Source: an optimization exercise on an open RTL-to-GDS flow (aim: small area and few clock cycles). Production flows keep margins and buffers that such runs may drop.
Only the layout flow was run in this run; the RTL was not checked for function there.
Power is estimated from default activity; no workload was simulated.

### run.sh
#!/bin/bash
# synth_recipe.tcl (not shown) runs the flow's synth.tcl, then flattens the netlist and writes it again
# the make line also repeats each setting of config.mk as NAME=value (left out here)
make -C /OpenROAD-flow-scripts/flow DESIGN_CONFIG=/design/flow/config.mk WORK_HOME=/design/flow/orfs CLKGATE_MAP_FILE= SYNTH_SCRIPT=/design/flow/synth_recipe.tcl finish
### config.mk
export PLATFORM = sky130hd
export DESIGN_NAME = F
export DESIGN_NICKNAME = F
export VERILOG_FILES = /design/flow/design.v
export SDC_FILE = /design/flow/constraint.sdc
export NUM_CORES = 4
export LEC_CHECK = 0
export CAP_MARGIN = 20
export CORE_MARGIN = 2
export CORE_UTILIZATION = 40
export SLEW_MARGIN = 20
### constraint.sdc
create_clock -name core_clock -period 8.0 [get_ports {clk}]
set_input_delay 1.6000 -clock core_clock [delete_from_list [all_inputs] [get_ports {clk}]]
set_output_delay 1.6000 -clock core_clock [all_outputs]
set_load 0.01 [all_outputs]
### design.v
`timescale 1ns / 1ps
module BUFFER(input [DATA_WIDTH-1:0] data_in,
					input clk,
					input ce,
					input rst,
					output [DATA_WIDTH-1:0] data_out
);
parameter DATA_DEPTH = 4;
parameter DATA_WIDTH = 32;
reg [DATA_DEPTH-1:0] shift_reg [DATA_WIDTH-1:0];
genvar i;
generate
	for (i=0; i < DATA_WIDTH; i=i+1) begin: buffer
		always @(posedge clk) begin
			if (rst==1'b1) begin
				shift_reg[i] <= 0;
			end else begin
				if (ce) begin
					if (DATA_DEPTH<2) begin
						shift_reg[i] <= data_in[i];
					end else begin
						shift_reg[i] <= {shift_reg[i][DATA_DEPTH-2:0], data_in[i]};
					end
				end
			end
		end
		assign data_out[i] = shift_reg[i][DATA_DEPTH-1:DATA_DEPTH-1];
	end
endgenerate
endmodule
`timescale 1ns / 1ps
module F(
    input empty,
    input [15:0] iu,
    input [15:0] iv,
    input [15:0] offset,
    input [PRECISION-1:0] indatar,
    input [PRECISION-1:0] indatai,
	 output read,	 
	 output valid,  
    output [15:0] gind,
    output [15:0] cind,
	 output [PRECISION-1:0] outdatar,
	 output [PRECISION-1:0] outdatai,
    input clk,
    input rst
    );
	parameter CELLSIZE= 5.0;
	parameter BASELINE = 2000;
	parameter WSIZE = 2; 
	parameter NCHAN = 1;
	parameter GSIZE = 32; 
	parameter COMPLEX = 2;
	parameter PRECISION = 32;
	parameter BRAM_PARALLELISM_BITS = 4;
	parameter BRAM_DEPTH_BITS = 10;
	parameter FREQ = (1.4e9 - 2.0e5) / 2.998e8;  
	parameter SUPPORT = 7; 
	parameter SSIZE = 2*SUPPORT+1;
	parameter WCELLSIZE = 2 * BASELINE * FREQ / WSIZE;
	parameter OVERSAMPLE = 2; 
	parameter CSIZE = SSIZE * SSIZE * OVERSAMPLE * OVERSAMPLE * WSIZE;
	reg [15:0] g_row,iu_support,prefetch_cind,gind_start,cind_start,cp,gp;
	reg prefetch_valid;
   parameter idle				= 2'b00;
   parameter prefetch		= 2'b01;
   parameter fetch			= 2'b10;
   parameter incremental	= 2'b11;
   (* FSM_ENCODING="SEQUENTIAL", SAFE_IMPLEMENTATION="NO", fsm_encoding="none" *) reg [1:0] state;
	wire [PRECISION-1:0] buf_datar_out,buf_datai_out;
	wire shift_en;
	BUFFER #(
		.DATA_WIDTH(PRECISION),
		.DATA_DEPTH(2)
	) buf_datar (
		.data_in(indatar), 
		.clk(clk), 
		.ce(shift_en), 
		.rst(rst), 
		.data_out(buf_datar_out)
	);
	BUFFER #(
		.DATA_WIDTH(PRECISION),
		.DATA_DEPTH(2)
	) buf_datai (
		.data_in(indatai), 
		.clk(clk), 
		.ce(shift_en), 
		.rst(rst), 
		.data_out(buf_datai_out)
	);
	assign gind = gind_start + gp;
	assign cind = cind_start + cp;
	assign read = empty == 0 && (state == idle ||
											state == prefetch ||
											(state == incremental && cp >= SSIZE - 1 && prefetch_valid == 1));
	assign valid = (state == fetch) || (state == incremental);
	assign outdatar = valid ? buf_datar_out : 0;
	assign outdatai = valid ? buf_datai_out : 0;
	assign shift_en = (state == idle && empty == 0) ||
							(state == prefetch) || 
							(state == incremental && cp >= SSIZE - 1 && prefetch_valid == 1);
   always@(posedge clk)
      if (rst) begin
			state <= idle;
			gind_start <= 0;
			cind_start <= 0;
			g_row <= g_row;
			iu_support <= 0;
			cp <= 0;
			gp <= 0;
			prefetch_valid <= 0;
			prefetch_cind <= 0;
      end else
         (* FULL_CASE, PARALLEL_CASE *) case (state)
            idle : begin
               if (empty==0)
                  state <= prefetch;
               else 
                  state <= idle;
               cp <= 0;
					gp <= 0;
					gind_start <= 0;
					cind_start <= 0;
					if (empty==0) begin
						g_row <= GSIZE * iv;
						iu_support <= iu - SUPPORT;
						prefetch_cind <= offset / SSIZE;
						prefetch_valid <= 1;
					end else begin
						g_row <= 0;
						iu_support <= 0;
						prefetch_valid <= 0;
						prefetch_cind <= 0;
					end
            end
            prefetch : begin
               state <= fetch;
               cp <= 0;
					gp <= 0;
					if (empty==0) begin
						g_row <= GSIZE * iv;
						iu_support <= iu - SUPPORT;
						prefetch_cind <= offset / SSIZE;
						prefetch_valid <= 1;
					end else begin
						g_row <= 0;
						iu_support <= 0;
						prefetch_cind <= 0;
						prefetch_valid <= 0;
					end
					gind_start <= g_row + iu_support;
					cind_start <= prefetch_cind;
				end
            fetch : begin
               state <= incremental;
					gind_start <= gind_start;
					cind_start <= cind_start;
					g_row <= g_row;
					iu_support <= iu_support;
               cp <= cp + 1;
					gp <= gp + GSIZE;
					prefetch_cind <= prefetch_cind;
					prefetch_valid <= prefetch_valid;
            end
            incremental : begin
               if (cp >= SSIZE - 1 && prefetch_valid == 1)
                  state <= fetch;
               else if (cp >= SSIZE - 1 && prefetch_valid == 0)
                  state <= idle;
               else
                  state <= incremental;
					if (cp >= SSIZE - 1) begin
						cp <= 0;
						gp <= 0;
					end else begin
						cp <= cp + 1;
						gp <= gp + GSIZE;
					end
					if (cp >= SSIZE - 1 && prefetch_valid == 1) begin  
						if (empty==0) begin
							g_row <= GSIZE * iv;
							iu_support <= iu - SUPPORT;
							prefetch_cind <= offset / SSIZE;
							prefetch_valid <= 1;
						end else begin
							g_row <= 0;
							iu_support <= 0;
							prefetch_cind <= 0;
							prefetch_valid <= 0;
						end
						gind_start <= g_row + iu_support;
						cind_start <= prefetch_cind;
					end else if (cp >= SSIZE - 1 && prefetch_valid == 0) begin  
						if (empty==0) begin
							g_row <= GSIZE * iv;
							iu_support <= iu - SUPPORT;
							prefetch_cind <= offset / SSIZE;
							prefetch_valid <= 1;
						end else begin
							g_row <= 0;
							iu_support <= 0;
							prefetch_cind <= 0;
							prefetch_valid <= 0;
						end
						gind_start <= 0;
						cind_start <= 0;
					end else begin	 
						gind_start <= gind_start;
						cind_start <= cind_start;
						g_row <= g_row;
						iu_support <= iu_support;
						prefetch_cind <= prefetch_cind;
						prefetch_valid <= prefetch_valid;
					end
            end
         endcase
endmodule
==> results.sh <==
export IMPL_die_width_um=173
export IMPL_crit_family="compound AO/OA/AOI/OAI gates"
export IMPL_cap_violations=0
export IMPL_start_util=0.408
export IMPL_synthFlopType="dfxtp_1"
export IMPL_cp_end_kind="flip-flop"
export IMPL_die_y_um=173
export IMPL_max_freq_ghz=0.134
export IMPL_stdcell_count=2006
export IMPL_maxSlewHeadroom=0.358
export IMPL_grtUsageTotal=0.182
export IMPL_drt_iter0_drc=520
export IMPL_dr_pass1_iters=5
export IMPL_place_inst=1957
export IMPL_synth_top_family_by_area="simple AND/OR/NAND/NOR gates"
export IMPL_cts_tree="yes"
export IMPL_synthDistinctLibCells=80
export IMPL_synth_top_cell_area_share=0.380
export IMPL_status="finished clean"
export IMPL_cts_root_buf="clkbuf_16"
export IMPL_crit_type="input pin to flip-flop"
export IMPL_antenna_found_initial=0
export IMPL_grt_start_max_net_pins=80
export IMPL_setup_ws_ns=0.519
export IMPL_drive_above_1_share=0.0725
export IMPL_min_period_over_period=0.935
export IMPL_regArea_sq_um=4660
export IMPL_synth_cells=1414
export IMPL_period_minus_slack_ns=7.48
export IMPL_syn_nets=1570
export IMPL_tightest_slew_ns=0.959
export IMPL_overflow=0
export IMPL_synth_edf_count=11
export IMPL_setup_violations=0
export IMPL_synth_warnings=3
export IMPL_yosys_area_top_type="dfxtp_1"
export IMPL_arrival_ns=7.86
export IMPL_avgRoutedWirePerCell_um=14.0
export IMPL_ctsResizeCount=0
export IMPL_start_kind="input pin"
export IMPL_cp_slowest_cell="or4_1"
export IMPL_rows=61
export IMPL_dieArea_sq_um=29800
export IMPL_htreeDepth=1
export IMPL_numClockSinks=227
export IMPL_worst_endpoint_required_ns=8.38
export IMPL_leakagePower_nw=5.83
export IMPL_path_clk_slew_ns=0.06
export IMPL_syn_area_per_cell_sq_um=8.06
export IMPL_final_area_sq_um=14900
export IMPL_synthXorXnorAreaFrac=0.0622
export IMPL_nets=1764
export IMPL_place_congestion=0.823
export IMPL_cp_buffers_inverters=1
export IMPL_ir_drop_mv=0.155
export IMPL_grt_pass1_vias=9363
export IMPL_yosys_area_share_simple=0.237
export IMPL_wl_um=28200
export IMPL_syn_cell_area_sq_um=11400
export IMPL_async_reset_ff_frac=0
export IMPL_cts_setup_buffers=0
export IMPL_rsz0062_at_grt="no"
export IMPL_hpwl_um=19500
export IMPL_coreArea_sq_um=27900
export IMPL_grt_first_pass_wirelength_um=46500
export IMPL_drc=0
export IMPL_synth_area_leaders="dfxtp_1 (38%), nand2_1 (11%), a21oi_1 (7.6%)"
export IMPL_cts_buffers=26
export IMPL_clock_path_buffers=3
export IMPL_placed_area_sq_um=14000
export IMPL_finalClockSkew_ns=0.0247
export IMPL_vias=9975
export IMPL_ys_seq_elements=227
export IMPL_place_worst_setup_slack_ns=-0.0400
export IMPL_slew_violations=0
export IMPL_fillers=2723
export IMPL_postRouteAntennaNets=0
export IMPL_worstSkewPairLatency_ns=0.53
export IMPL_path_max_fanout=5
export IMPL_via_per_inst=4.97
export IMPL_areaGrowthSynthToFinish_pct=30.8
export IMPL_port_buffers=207
export IMPL_slowest_delay_ns=0.50
export IMPL_muxShareOfSynthArea=0.0104
export IMPL_synth_yosys_seq_area_share=0.409
export IMPL_multi_input_area_sq_um=6300
export IMPL_hold_path_class="flip-flop to flip-flop"
export IMPL_synth_fa_ha_area_frac=0.0482
export IMPL_cts_hold_buffers=0
export IMPL_power_mw=3.34
export IMPL_synth_compound_area_frac=0.191
export IMPL_pwr_density_cell_nw_per_um2=224
export IMPL_hold_viol_final=0
export IMPL_ios=213
final cells by class:
class / instances / share of cell area
inverter: 26 / 0.00655
sequential: 227 / 0.312
timing repair buffer: 259 / 0.166
antenna: 1 / 0.000168
clock buffer: 32 / 0.0479
multi-input combinational: 1068 / 0.423
clock inverter: 15 / 0.0128
tap: 378 / 0.0317
worst reg2reg max path, delay by kind of cell, from the launching register on:
family,cells,cell delay (ns)
and+or+nand+nor,3,0.56
buffers and inverters,3,1.01
AOI/OAI and AO/OA,4,1.44
DFF,1,0.48
adders and majority gates,1,0.20
report_power, final:
part | leakage (nW) | internal [mW] | switching, mW
sequential | 1.87 | 1.24 | 0.0444
clock | 0.445 | 0.764 | 0.466
combinational | 3.51 | 0.365 | 0.462
total | 5.83 | 2.36 | 0.973
synthesized netlist by cell type (all sizes together) (3+ instances only):
cell    instances
a211oi          6
a21boi          3
a21o           13
a21oi         174
a22o           36
a22oi           3
and2           76
and3           13
and4            3
buf            15
clkbuf         78
dfxtp         216
edfxtp         11
ha             39
inv            26
mux2            4
mux2i           7
nand2         323
nand2b          4
nand3          27
nand4           9
nor2           68
nor2b          16
nor3           21
nor3b           3
nor4            4
nor4b           3
o211a           3
o211ai          6
o21a           10
o21ai          41
o21bai         15
o22ai           3
o31ai           3
or3             9
or4             4
xnor2          36
xor2           44
through the flow:
| stage | setup TNS (ns) | hold WS, ns | utilization |
|---|---|---|---|
| 6_report | 0 | 0.443 | 0.534 |
| 4_1_cts | 0 | 0.448 | 0.532 |
| 2_1_floorplan | 0 | 0.415 | - |
| 5_1_grt | 0 | 0.458 | 0.533 |
| 3_3_place_gp | 0 | 0.434 | 0.500 |
| 3_5_place_dp | -0.0430 | 0.438 | 0.500 |
layout by cell type, fill, tap and decap left out, types with 10 or more instances in the layout:
| master | Yosys | routed |
|---|---|---|
| nor3_1 | 21 | 20 |
| o21ai_0 | 34 | 34 |
| clkdlybuf4s50_1 | 0 | 206 |
| nor2b_1 | 16 | 16 |
| nor2_1 | 68 | 67 |
| a22o_1 | 36 | 36 |
| edfxtp_1 | 11 | 11 |
| xnor2_1 | 36 | 36 |
| a21o_1 | 13 | 12 |
| o21a_1 | 10 | 10 |
| nand3_1 | 27 | 27 |
| nand2_1 | 322 | 322 |
| and3_1 | 13 | 13 |
| and2_1 | 75 | 74 |
| ha_1 | 39 | 39 |
| o21bai_1 | 15 | 15 |
| a21oi_1 | 173 | 172 |
| inv_1 | 26 | 26 |
| xor2_1 | 43 | 43 |
| clkbuf_16 | 0 | 27 |
| buf_4 | 2 | 52 |
| dfxtp_1 | 216 | 215 |
worst paths after layout:
kind                              startpoint                    endpoint  slack [ns]  cells after the start
setup reg to reg                       cp[0]  buf_datai.shift_reg[21][0]        4.24                     11
hold reg to reg   buf_datai.shift_reg[25][0]  buf_datai.shift_reg[25][1]        0.44                      2
setup / recovery                  offset[13]            prefetch_cind[1]        0.52                     25
hold / removal    buf_datai.shift_reg[25][0]  buf_datai.shift_reg[25][1]        0.44                      2
per-layer routing:
layer	vias to the layer above	global-route usage	wire length, um
li1	5223	-	-
met1	4521	0.234	12800
met2	192	0.295	12500
met3	39	0.0624	2220
met4	0	0.0452	664
met5	-	0	0
cell families (layout without fill, tap and decap cells):
kind of cell / after synthesis / in the layout
simple gates: 589 / 589
compound gates: 345 / 345
flops: 227 / 227
buf+inv: 119 / 332
xor+xnor: 80 / 80
fa+ha+maj: 43 / 43
mux: 11 / 11
other cells: 0 / 1

separate check: timing with driven ports:
In the flow no input, the clock included, has a driving cell. The finished layout below was timed again as built, in two steps.
Step 1 (the two cells are an assumption about what drives the block):
set clk [get_ports {clk}]
set_driving_cell -lib_cell sky130_fd_sc_hd__clkbuf_16 $clk
set_driving_cell -lib_cell sky130_fd_sc_hd__buf_2 [delete_from_list [all_inputs] $clk]
Step 2, shift: input delay + t, output delay - t, t = (earliest + latest rising clock arrival at the registers) / 2. This alone moves slack from input paths to output paths.
Slacks: no drivers / after step 1 / after step 2; pairs: no drivers / after step 1.
t (ns): 0.561
setup slack, ns: 0.519 / 0.543 / -0.018
hold WS [ns]: 0.443 / 0.443 / 0.443
worst register clock-pin slew, ns: 0.06 / 0.06
With both steps, setup timing fails in this run, where it was met with ideal ports. The setup slack of this run moves by +0.024 ns with the drivers and by -0.537 ns with both steps.
